This is an optimization exercise on Yosys and OpenROAD, whose aim is small area and a short achievable clock period, not a production implementation.
At most, simulation tests tie the RTL to the original design; equivalence was not proved.
Power figures rest on the tool's default switching activity, not on a simulated workload.

==> run a <==
## whac_core
module whac_core (
    input  wire        clk,
    input  wire        rst,         
    input  wire        pause,
    input  wire        ps2_clk,
    input  wire        ps2_data,
    output wire [11:0] x_pos,
    output wire [11:0] y_pos,
    output wire        left_btn,
    output wire        right_btn,
    output wire [11:0] mole_up,
    output wire        is_start,
    output wire [3:0]  level,
    output wire [2:0]  live,
    output wire [15:0] score,
    output wire [5:0]  note,
    output wire        beep
);
export LEC_CHECK = 0
export ABC_AREA = 1
export CAP_MARGIN = 20
export CORE_MARGIN = 2
export CORE_UTILIZATION = 60
export CTS_CLUSTER_DIAMETER = 150
export CTS_CLUSTER_SIZE = 25
export PLACE_DENSITY = 0.7
export SLEW_MARGIN = 20
create_clock -name core_clock -period 80.0 [get_ports {clk}]
standard.sh (not shown) runs the stock make flow with config.mk's settings and CLKGATE_MAP_FILE= SYNTH_SCRIPT=/design/flow/synth_recipe.tcl, a recipe that flattens the netlist after the stock synthesis.
==> flow/flow/run.sh <==
#!/bin/bash
set -euo pipefail
export BUFFER_PORTS_ARGS="-buffer_cell sky130_fd_sc_hd__buf_2"
bash standard.sh > standard.log 2>&1
==> run b (differences from run a) <==
--- a/flow/design.v
+++ b/flow/design.v
@@ -248,16 +248,16 @@
             4'd9: begin ra = a9; rb_ = b9; end
             default: begin ra = 4'd0; rb_ = 4'd0; end
         endcase
     end
     wire [4:0] ry = add({14'd0, ra}, {14'd0, rb_}, 1'b0);
     wire [4:0] rz = add({13'd0, ry}, ~{14'd0, lvl}, 1'b1);
     wire [3:0] vrem = ge({13'd0, ry}, {14'd0, lvl}) ? rz[3:0] : ry[3:0];
-    wire [6:0] k100 = 7'd100 - {3'd0, vrem};                      
-    wire [8:0] lq = add({10'd0, m200}, {11'd0, k100}, 1'b0);      
+    wire [8:0] v_app = add({10'd0, m200}, 18'd100, 1'b0);
+    wire [8:0] lq = add({9'd0, v_app}, ~{14'd0, vrem}, 1'b1);    
     reg [11:0] mole_a;      
     wire [3:0] hole = {u, rnd[1:0]};
     wire clear_a = (frozen & rclk) | hitp | (timeout & mole_any);
     always @(*) begin
         mole_a = mole;
         if (clear_a) mole_a = 12'd0;
         else if (appear) mole_a = 12'd1 << hole;
- ABC_AREA: 1 -> default
- CORE_UTILIZATION: 60 -> 40
- CTS_CLUSTER_DIAMETER: 150 -> default
- CTS_CLUSTER_SIZE: 25 -> default
- PLACE_DENSITY: 0.7 -> default
==> run c (differences from run a) <==
- CORE_UTILIZATION: 60 -> 40
- PLACE_DENSITY: 0.7 -> default
==> qor summary <==
quantity	run b	run a	run c
Combinational share of power	0.193	0.228	0.228
Outcome	complete, no violations	complete, no violations	complete, no violations
Worst rel slew slack	0.354	0.435	0.458
CP Max Fanout	27	12	12
Count of inverters not on the clock network in the layout	127	298	298
Combinational logic power	54.9 uW	53.1 uW	53.5 uW
Post-layout instance area	15000 um^2	14200 um^2	14400 um^2
Critical Path AT	1640 ps	1370 ps	1440 ps
Post-synthesis instance total	1697	1823	1823
Wire length of the first global-routing pass	57.5 mm	55.7 mm	60.6 mm
Via count of the first global-routing pass	10894	11412	11786
Multiplexer share of the synthesized area	0.0210	0.000841	0.000841
Clock network latency to the later pin of the worst-skew pair	520 ps	490 ps	490 ps
Least setup slack across all paths after layout	62360 ps	62630 ps	62560 ps
Met3 demand-to-capacity share in global routing	0.0198	0.0434	0.0283
Standard cell core area	33600 um^2	21900 um^2	32800 um^2
Launch instance of the worst register-to-register path	w[4]	w[0]	w[1]
Clock-cell share	0.0541	0.0251	0.0253
Number of buffers outside the clock class in the layout	72	70	71
Share of synthesized cell area in and, or, nand and nor gates	0.206	0.217	0.217
No functional check of the RTL was part of run a and run c.

==> inputs of exp/nickel <==
whac_core, a different RTL version from the one above (not shown whole).
clock: 80.0 ns
lec_check: 0
abc_area: 1
cap_margin: 20
core_margin: 2
core_utilization: 60
cts_cluster_diameter: 150
cts_cluster_size: 25
place_density: 0.7
slew_margin: 20
==> flow/flow/run.sh <==
#!/bin/bash
set -euo pipefail
export BUFFER_PORTS_ARGS="-buffer_cell sky130_fd_sc_hd__buf_2"
export SETUP_SLACK_MARGIN=63.0
bash standard.sh > standard.log 2>&1
==> inputs of exp/sierra, as changes to exp/nickel <==
--- a/flow/design.v
+++ b/flow/design.v
@@ -32,15 +32,15 @@
     function ge;
         input [17:0] a, b;
         integer k;
         reg c;
         begin
             c = 1'b1;
             for (k = 0; k < 18; k = k + 1)
-                c = (a[k] & ~b[k]) | (c & ~(a[k] ^ b[k]));
+                c = (a[k] & ~b[k]) | (c & (a[k] | ~b[k]));
             ge = c;
         end
     endfunction
     reg rst_q;
     always @(posedge clk) rst_q <= rst;
     function [10:0] db11;    
         input [10:0] q;
==> flow/flow/run.sh (replaced) <==
#!/bin/bash
set -euo pipefail
export BUFFER_PORTS_ARGS="-buffer_cell sky130_fd_sc_hd__buf_2"
export SETUP_SLACK_MARGIN=62.8
bash standard.sh > standard.log 2>&1
- CORE_UTILIZATION: 60 -> 75
- PLACE_DENSITY: 0.7 -> 0.85
==> inputs of exp/garnet, as changes to exp/nickel <==
==> flow/flow/run.sh (replaced) <==
#!/bin/bash
set -euo pipefail
export BUFFER_PORTS_ARGS="-buffer_cell sky130_fd_sc_hd__buf_2"
bash standard.sh > standard.log 2>&1
- CTS_BUF_LIST: default -> sky130_fd_sc_hd__clkbuf_8
- CTS_CLUSTER_DIAMETER: 150 -> 120
- CTS_CLUSTER_SIZE: 25 -> 20
==> inputs of exp/willow, as changes to exp/nickel <==
==> flow/flow/run.sh (replaced) <==
#!/bin/bash
set -euo pipefail
export BUFFER_PORTS_ARGS="-buffer_cell sky130_fd_sc_hd__buf_2"
bash standard.sh > standard.log 2>&1
==> run summary <==
- Pre-antenna DRT Iters: 5
- Die Y: 151 um
- Worst VDD drop: 0.0000180 V
- Dpl ws: 62.13 ns
- Status: complete, no violations
- Area of the multi-input gates: 0.00749 mm^2
- WL met2: 15.6 mm
- Critical path data required time: 64.00 ns
- Logic pwr share: 27.5%
- Clock group total power: 0.0844 mW
- Die footprint: 0.0229 mm^2
-- figures above: exp/nickel

==> run summary <==
- Pre-antenna DRT Iters: 9
- Status: complete, no violations
- Logic pwr share: 31.0%
- Critical path data required time: 64.00 ns
- Die Y: 136 um
- Die footprint: 0.0186 mm^2
-- figures above: exp/sierra

==> run summary <==
- Worst VDD drop: 0.0000146 V
- Area of the multi-input gates: 0.00746 mm^2
- Status: complete, no violations
- Die Y: 151 um
- Critical path data required time: 80.38 ns
- Pre-antenna DRT Iters: 6
- Logic pwr share: 29.8%
-- figures above: exp/garnet

==> run summary <==
- Status: complete, no violations
- Die footprint: 0.0229 mm^2
- Clock group total power: 0.0844 mW
- Logic pwr share: 27.4%
- Area of the multi-input gates: 0.00746 mm^2
- Cell taking the most area after synthesis: dfxtp_1
- CTS clock-pin slew for the worst setup and hold paths: 0.08 ns
- Die Y: 151 um
- Dpl ws: 61.93 ns
- Critical path data required time: 80.32 ns
- Worst hold path type: reg2reg
-- figures above: exp/willow

Only the layout flow was run in exp/nickel, exp/garnet and exp/willow; the RTL was not checked for function there.

==> what the ideal ports hide <==
The results above use ideal ports. As a check the final layouts listed here were re-extracted and re-timed, cells and wires unchanged. Step 1, drivers: a clkbuf_16 drives clk and a buf_2 each remaining input, both assumed. Step 2 also shifts input and output timing later by t, the mid clock arrival at the registers, as if the neighbouring blocks saw the same clock. a / b / c = no drivers / after step 1 / after step 2; a / b = the first two.
| run | t, ns | slack for setup (ns) | worst setup path at the end | latest minus earliest clock arrival (ns) | slew at the worst register clock pin (ns) |
|---|---|---|---|---|---|
| run a | 0.517 | 62.625 / 62.578 / 62.197 | input to register | 0.032 / 0.032 | 0.11 / 0.11 |
| run b | 0.562 | 62.360 / 62.310 / 62.081 | input to register | 0.014 / 0.015 | 0.06 / 0.06 |
| run c | 0.530 | 62.559 / 62.505 / 62.242 | input to register | 0.036 / 0.037 | 0.11 / 0.11 |
| exp/nickel | 0.490 | 63.034 / 62.980 / 62.621 | input to register | 0.020 / 0.020 | 0.09 / 0.09 |
| exp/sierra | 0.482 | 62.841 / 62.797 / 62.418 | input to register | 0.012 / 0.011 | 0.08 / 0.08 |
| exp/garnet | 0.524 | 62.351 / 62.337 / 61.813 | input to register | 0.030 / 0.030 | 0.12 / 0.12 |
| exp/willow | 0.481 | 62.290 / 62.285 / 61.804 | input to register | 0.021 / 0.021 | 0.09 / 0.09 |
After both steps every run listed still meets setup and hold. The setup slack of exp/garnet, which loses most, moves by -0.014 ns with the drivers and by -0.538 ns with both steps.
